Source: an optimization exercise on an open RTL-to-GDS flow (aim: small area). Production flows keep margins and buffers that such runs may drop. Function was checked by simulation only, so behaviour that the tests miss may differ from the original. No driver is modelled on the clock port, so clocking that relies on it looks cheaper here than on a real chip. No activity file was given, so power comes from the tool's default toggle rates.

## JK
Design lab5, start of the top module:
module lab5 (input clk, SWO, input [15:0] IR_in, output logic [3:0] OPCODE, output logic [7:0] PC, alu_out, W_REG);
localparam logic [2:0] IF0 = 3'd0, ID = 3'd1, FD = 3'd2, EX = 3'd3, RWB = 3'd4, IF = 3'd5, ID0 = 3'd6;
logic [2:0] state;
logic [3:0] OP, RA, RB, RD;
logic [7:0] A, B;
logic ph;
logic [7:0] S0 [0:7];
logic [7:0] S1 [0:7];
assign OP = IR_in[15:12];
assign RA = IR_in[11:8];
assign RB = IR_in[7:4];
assign RD = IR_in[3:0];
assign OPCODE = OP;
logic [7:0] ap, aq, asum;
logic [8:0] ac;
logic ge_s;
always_comb begin
  if (state == IF) begin
    ap = PC;
    aq = (OP == 4'd14 && ge_s) ? {4'b0, RD} : 8'd1;
    ac[0] = 1'b0;
  end else begin
    case (OP)
      4'd5:    ap = A & {8{B[0]}};
      4'd7:    ap = 8'h00;
      4'd8:    ap = 8'hFF;
      default: ap = A;
    endcase
    case (OP)
      4'd3:    aq = {4'b0, RB};
      4'd4, 4'd14: aq = ~B;
      4'd5:    aq = (A << 1) & {8{B[1]}};
      default: aq = B;
    endcase
    ac[0] = (OP == 4'd4) || (OP == 4'd7) || (OP == 4'd14);
  end
  for (int i = 0; i < 8; i++) begin
    asum[i] = ap[i] ^ aq[i] ^ ac[i];
    ac[i+1] = (ap[i] & aq[i]) | (ap[i] & ac[i]) | (aq[i] & ac[i]);
  end
end
logic [7:0] mul;
always_comb begin
  logic [7:0] acc, row;
  logic c;
  acc = asum;
  for (int i = 2; i < 8; i++) begin
    row = (A << i) & {8{B[i]}};
    c = 1'b0;
    for (int j = i; j < 8; j++) begin
      logic s;
      s = acc[j] ^ row[j] ^ c;
  ...
For scale: about 170 flip-flops, ~46 I/O pins, roughly 8200 µm² of cells after synthesis.
==> flow/config.mk <==
export PLATFORM = sky130hd
export DESIGN_NAME = lab5
export DESIGN_NICKNAME = lab5
export VERILOG_FILES = /design/flow/design.v
export SDC_FILE = /design/flow/constraint.sdc
export NUM_CORES = 4
export LEC_CHECK = 0
export ABC_AREA = 1
export CAP_MARGIN = 20
export CELL_PAD_IN_SITES_DETAIL_PLACEMENT = 1
export CELL_PAD_IN_SITES_GLOBAL_PLACEMENT = 1
export CORE_MARGIN = 2
export CORE_UTILIZATION = 55
export SLEW_MARGIN = 20
==> flow/constraint.sdc <==
create_clock -name core_clock -period 17.0 [get_ports {clk}]
set_input_delay 3.4000 -clock core_clock [delete_from_list [all_inputs] [get_ports {clk}]]
set_output_delay 3.4000 -clock core_clock [all_outputs]
set_load 0.01 [all_outputs]
standard.sh (not shown) runs the stock make flow with config.mk's settings and CLKGATE_MAP_FILE= SYNTH_SCRIPT=/design/flow/synth_recipe.tcl, a recipe that flattens the netlist after the stock synthesis.
==> flow/flow/run.sh <==
#!/bin/bash
set -euo pipefail
W=$PWD
rm -rf "$W/scripts_area"
cp -r "$FLOW_HOME/scripts" "$W/scripts_area"
cp "$W/flow/abc_area.script" "$W/scripts_area/abc_area.script"
python3 - "$W/scripts_area/cts.tcl" "$W/flow/fixslew.tcl" <<'PYEOF'
import sys
path, fix = sys.argv[1], sys.argv[2]
s = open(path).read()
anchor = "log_cmd clock_tree_synthesis {*}$cts_args\n"
assert s.count(anchor) == 1
s = s.replace(anchor, anchor + "set_propagated_clock [all_clocks]\nestimate_parasitics -placement\nsource {%s}\nfix_clock_slew 0.095 sky130_fd_sc_hd__clkbuf_8\n" % fix)
open(path, "w").write(s)
PYEOF
DONT_USE=$(printf 'include %s\nprint:\n\t@echo $(DONT_USE_CELLS)\n' "$FLOW_HOME/platforms/sky130hd/config.mk" | make -s -f - print)
KNOBS=(SCRIPTS_DIR="$W/scripts_area" ABC_AREA=1
  DONT_USE_CELLS="$DONT_USE sky130_fd_sc_hd__ha_1 sky130_fd_sc_hd__ha_2 sky130_fd_sc_hd__ha_4"
  BUFFER_PORTS_ARGS="-buffer_cell sky130_fd_sc_hd__buf_1"
  CTS_ARGS="-sink_clustering_enable -repair_clock_nets -dont_use_dummy_load -buf_list sky130_fd_sc_hd__clkbuf_4")
bash standard.sh "${KNOBS[@]}" synth > "$W/log_synth.txt" 2>&1
bash standard.sh "${KNOBS[@]}" finish > "$W/log_layout.txt" 2>&1
==> flow/flow/abc_area.script <==
strash
dch -f
&get -n
&dch -f
&nf -R 1000
&put
strash
dch -f
&get -n
&dch -f
&nf -R 1000
&put
topo
==> flow/flow/fixslew.tcl <==
# Upsize clock buffers whose flip-flop sinks see a clock slew above a limit.
proc fix_clock_slew { limit bigcell } {
  set block [ord::get_db_block]
  set big [[ord::get_db] findMaster $bigcell]
  set changed 0
  foreach inst [$block getInsts] {
    set m [[$inst getMaster] getName]
    if {![string match "*clkbuf*" $m]} { continue }
    set out [$inst findITerm X]
    set net [$out getNet]
    if {$net == "NULL"} { continue }
    set worst 0
    foreach it [$net getITerms] {
      if {[$it isOutputSignal]} { continue }
      set pin [get_pins -of_objects [get_cells [[$it getInst] getName]] -filter "name == [[$it getMTerm] getName]"]
      set s [get_property $pin slew_max]
      if {$s > $worst} { set worst $s }
    }
    if {$worst > $limit} {
      $inst swapMaster $big
      incr changed
    }
  }
  puts "fix_clock_slew: upsized $changed clock buffers"
  return $changed
}
JK reached the end of the flow, and the finished layout is clean on the timing, design-rule and antenna checks.
Relative to JK, the following input files were edited for MS:
Settings: changing CORE_UTILIZATION from 55 to 65.
==> flow/flow/run.sh <==
#!/bin/bash
# Own layout flow: the standard flow (standard.sh) with three changes.
#  - Synthesis maps the logic with an area-oriented ABC script (flow/abc_area.script)
#    and extracts only full adders (half adders are left to ABC: the half-adder cells
#    are added to the don't-use list); registers are mapped exactly as in the
#    standard synthesis (same script, same dfflibmap step).
#  - Port buffers use the smallest buffer cell.
#  - Clock tree synthesis uses small clock buffers and no dummy loads.
# Each make call's full output goes to a log file in the work folder.
set -euo pipefail
W=$PWD
rm -rf "$W/scripts_area"
cp -r "$FLOW_HOME/scripts" "$W/scripts_area"
cp "$W/flow/abc_area.script" "$W/scripts_area/abc_area.script"
DONT_USE=$(printf 'include %s\nprint:\n\t@echo $(DONT_USE_CELLS)\n' "$FLOW_HOME/platforms/sky130hd/config.mk" | make -s -f - print)
KNOBS=(SCRIPTS_DIR="$W/scripts_area" ABC_AREA=1
  DONT_USE_CELLS="$DONT_USE sky130_fd_sc_hd__ha_1 sky130_fd_sc_hd__ha_2 sky130_fd_sc_hd__ha_4"
  BUFFER_PORTS_ARGS="-buffer_cell sky130_fd_sc_hd__buf_1"
  CTS_ARGS="-sink_clustering_enable -repair_clock_nets -dont_use_dummy_load -buf_list sky130_fd_sc_hd__clkbuf_4")
bash standard.sh "${KNOBS[@]}" synth > "$W/log_synth.txt" 2>&1
bash standard.sh "${KNOBS[@]}" finish > "$W/log_layout.txt" 2>&1
removed: flow/flow/fixslew.tcl
Findings:
JK finished all stages; the layout is clean.
What ended MS was a tool error in 3_3_place_gp; the run never finished.
~same synthesized-area fraction occupied by adder cells in MS and JK
MS vs JK, count of standard-cell rows went down by 4.
| horizontal die dimension | higher: JK |
Cmp MS vs JK: starting utilization of the core area higher in MS
## Diff of input files: AL against MS
Settings: swapping 65 for 55 in CORE_UTILIZATION.
==> flow/flow/run.sh <==
#!/bin/bash
set -euo pipefail
W=$PWD
rm -rf "$W/scripts_area"
cp -r "$FLOW_HOME/scripts" "$W/scripts_area"
cp "$W/flow/abc_area.script" "$W/scripts_area/abc_area.script"
python3 - "$W/scripts_area/cts.tcl" "$W/flow/fixslew.tcl" <<'PYEOF'
import sys
path, fix = sys.argv[1], sys.argv[2]
s = open(path).read()
anchor = "log_cmd clock_tree_synthesis {*}$cts_args\n"
assert s.count(anchor) == 1
s = s.replace(anchor, anchor + "set_propagated_clock [all_clocks]\nestimate_parasitics -placement\nsource {%s}\nfix_clock_slew 0.105 sky130_fd_sc_hd__clkbuf_8\n" % fix)
open(path, "w").write(s)
PYEOF
DONT_USE=$(printf 'include %s\nprint:\n\t@echo $(DONT_USE_CELLS)\n' "$FLOW_HOME/platforms/sky130hd/config.mk" | make -s -f - print)
KNOBS=(SCRIPTS_DIR="$W/scripts_area" ABC_AREA=1
  DONT_USE_CELLS="$DONT_USE sky130_fd_sc_hd__ha_1 sky130_fd_sc_hd__ha_2 sky130_fd_sc_hd__ha_4"
  BUFFER_PORTS_ARGS="-buffer_cell sky130_fd_sc_hd__buf_1"
  CTS_ARGS="-sink_clustering_enable -repair_clock_nets -dont_use_dummy_load -buf_list sky130_fd_sc_hd__clkbuf_4")
bash standard.sh "${KNOBS[@]}" synth > "$W/log_synth.txt" 2>&1
bash standard.sh "${KNOBS[@]}" finish > "$W/log_layout.txt" 2>&1
==> flow/flow/fixslew.tcl (new file) <==
# Upsize clock buffers whose flip-flop sinks see a clock slew above a limit.
proc fix_clock_slew { limit bigcell } {
  set block [ord::get_db_block]
  set big [[ord::get_db] findMaster $bigcell]
  set changed 0
  foreach inst [$block getInsts] {
    set m [[$inst getMaster] getName]
    if {![string match "*clkbuf*" $m]} { continue }
    set out [$inst findITerm X]
    set net [$out getNet]
    if {$net == "NULL"} { continue }
    set worst 0
    foreach it [$net getITerms] {
      if {[$it isOutputSignal]} { continue }
      set pin [get_pins -of_objects [get_cells [[$it getInst] getName]] -filter "name == [[$it getMTerm] getName]"]
      set s [get_property $pin slew_max]
      if {$s > $worst} { set worst $s }
    }
    if {$worst > $limit} {
      $inst swapMaster $big
      incr changed
    }
  }
  puts "fix_clock_slew: upsized $changed clock buffers"
  return $changed
}
--- outcome ---
AL completed end to end with timing, DRC and antenna clean. Reported for MS and AL, cell count after synthesis turned out identical to the last digit. Comparing MS with AL, the async set-or-reset flop fraction in the synthesized netlist came out essentially unchanged. Vertical extent of the die ended up 9.8 µm higher on AL than on MS.
Changes in TR relative to AL:
Settings: a change of CORE_UTILIZATION from 55 to 35.
==> flow/flow/run.sh <==
#!/bin/bash
# Own layout flow: the standard flow (standard.sh) with three changes.
#  - Synthesis maps the logic with an area-oriented ABC script (flow/abc_area.script)
#    and without Yosys's full-adder extraction; registers are mapped exactly as in the
#    standard synthesis (same script, same dfflibmap step).
#  - Port buffers use the smallest buffer cell.
#  - Clock tree synthesis uses small clock buffers and no dummy loads.
# Each make call's full output goes to a log file in the work folder.
set -euo pipefail
W=$PWD
rm -rf "$W/scripts_area"
cp -r "$FLOW_HOME/scripts" "$W/scripts_area"
cp "$W/flow/abc_area.script" "$W/scripts_area/abc_area.script"
KNOBS=(SCRIPTS_DIR="$W/scripts_area" ADDER_MAP_FILE= ABC_AREA=1
  BUFFER_PORTS_ARGS="-buffer_cell sky130_fd_sc_hd__buf_1"
  CTS_ARGS="-sink_clustering_enable -repair_clock_nets -dont_use_dummy_load -buf_list sky130_fd_sc_hd__clkbuf_8")
bash standard.sh "${KNOBS[@]}" synth > "$W/log_synth.txt" 2>&1
bash standard.sh "${KNOBS[@]}" finish > "$W/log_layout.txt" 2>&1
==> flow/flow/abc_area.script <==
strash
dch -f
&get -n
&dch -f
&nf -R 1000
&put
topo
removed: flow/flow/fixslew.tcl
==> notes.md <==
Going from AL to TR, post-route clock period utilization went down; met1 global-route usage went down; cell count went up; inserted tap cell count went up.
TR against AL: layout overhead on the synthesized area rose 3.2 points; areal power density over the cells climbed 2.2%; global-route wire length before repair rose 3.6%; clock share of power picked up an extra 0.6 points.
Higher relative contribution of combinational cells to total power was reported by TR, not AL.
Input changes introduced in PW (baseline for comparison: TR):
==> flow/flow/run.sh <==
#!/bin/bash
# Own layout flow: the standard flow (standard.sh) with three changes.
#  - Synthesis maps the logic with an area-oriented ABC script (flow/abc_area.script)
#    and extracts only full adders (half adders are left to ABC: the half-adder cells
#    are added to the don't-use list); registers are mapped exactly as in the
#    standard synthesis (same script, same dfflibmap step).
#  - Port buffers use the smallest buffer cell.
#  - Clock tree synthesis uses small clock buffers and no dummy loads.
# Each make call's full output goes to a log file in the work folder.
set -euo pipefail
W=$PWD
rm -rf "$W/scripts_area"
cp -r "$FLOW_HOME/scripts" "$W/scripts_area"
cp "$W/flow/abc_area.script" "$W/scripts_area/abc_area.script"
DONT_USE=$(printf 'include %s\nprint:\n\t@echo $(DONT_USE_CELLS)\n' "$FLOW_HOME/platforms/sky130hd/config.mk" | make -s -f - print)
KNOBS=(SCRIPTS_DIR="$W/scripts_area" ABC_AREA=1
  DONT_USE_CELLS="$DONT_USE sky130_fd_sc_hd__ha_1 sky130_fd_sc_hd__ha_2 sky130_fd_sc_hd__ha_4"
  BUFFER_PORTS_ARGS="-buffer_cell sky130_fd_sc_hd__buf_1"
  CTS_ARGS="-sink_clustering_enable -repair_clock_nets -dont_use_dummy_load -buf_list sky130_fd_sc_hd__clkbuf_8")
bash standard.sh "${KNOBS[@]}" synth > "$W/log_synth.txt" 2>&1
bash standard.sh "${KNOBS[@]}" finish > "$W/log_layout.txt" 2>&1
-- flow/flow/abc_area.script --
<<< TR, line 1
strash
dch -f
>>> PW, line 1
strash
dch -f
&get -n
&dch -f
&nf -R 1000
&put
strash
dch -f
- Going from TR to PW, combinational power fell by 6.1%, maximum VDD drop rose by 15%, via count fell by 2.3%.
- TR ended up with o21ai_0 as its library cell contributing the largest single delay on the critical path; PW ended up with nor2_1.
- Reported for PW and TR, final number of hold-violating endpoints turned out identical to the last digit.
- Delta (PW minus TR): number of cells on the worst hold path did not really move; count of plain and timing-repair buffers -1.3%; average instance area after synthesis grew by 4.9%.

## what the ideal ports hide
In the flow no input, the clock included, has a driving cell. The finished layouts below were timed again as built, in two steps. Step 1, drivers: a clkbuf_16 drives clk and a buf_2 each remaining input, both assumed. Step 2 times the ports against the registers' clock, not the clock port: input delays grow and output delays shrink by t, the midpoint of the rising clock arrivals with the driver on. a / b / c = ideal ports / drivers / drivers and shift; a / b = the first two.
| run | shift t [ns] | setup slack, ns | hold WS [ns] |
|---|---|---|---|
| JK | 0.496 | 1.028 / 0.988 / 1.123 | 0.347 / 0.347 / 0.347 |
| AL | 0.490 | 1.115 / 1.078 / 1.086 | 0.348 / 0.348 / 0.348 |
| TR | 0.484 | 1.422 / 1.378 / 1.862 | 0.364 / 0.364 / 0.364 |
| PW | 0.496 | 0.858 / 0.830 / 0.830 | 0.357 / 0.357 / 0.357 |
After both steps every run listed still meets setup and hold. For AL, which loses most, drivers alone change the setup slack by -0.037 ns; drivers and shift together by -0.029 ns.
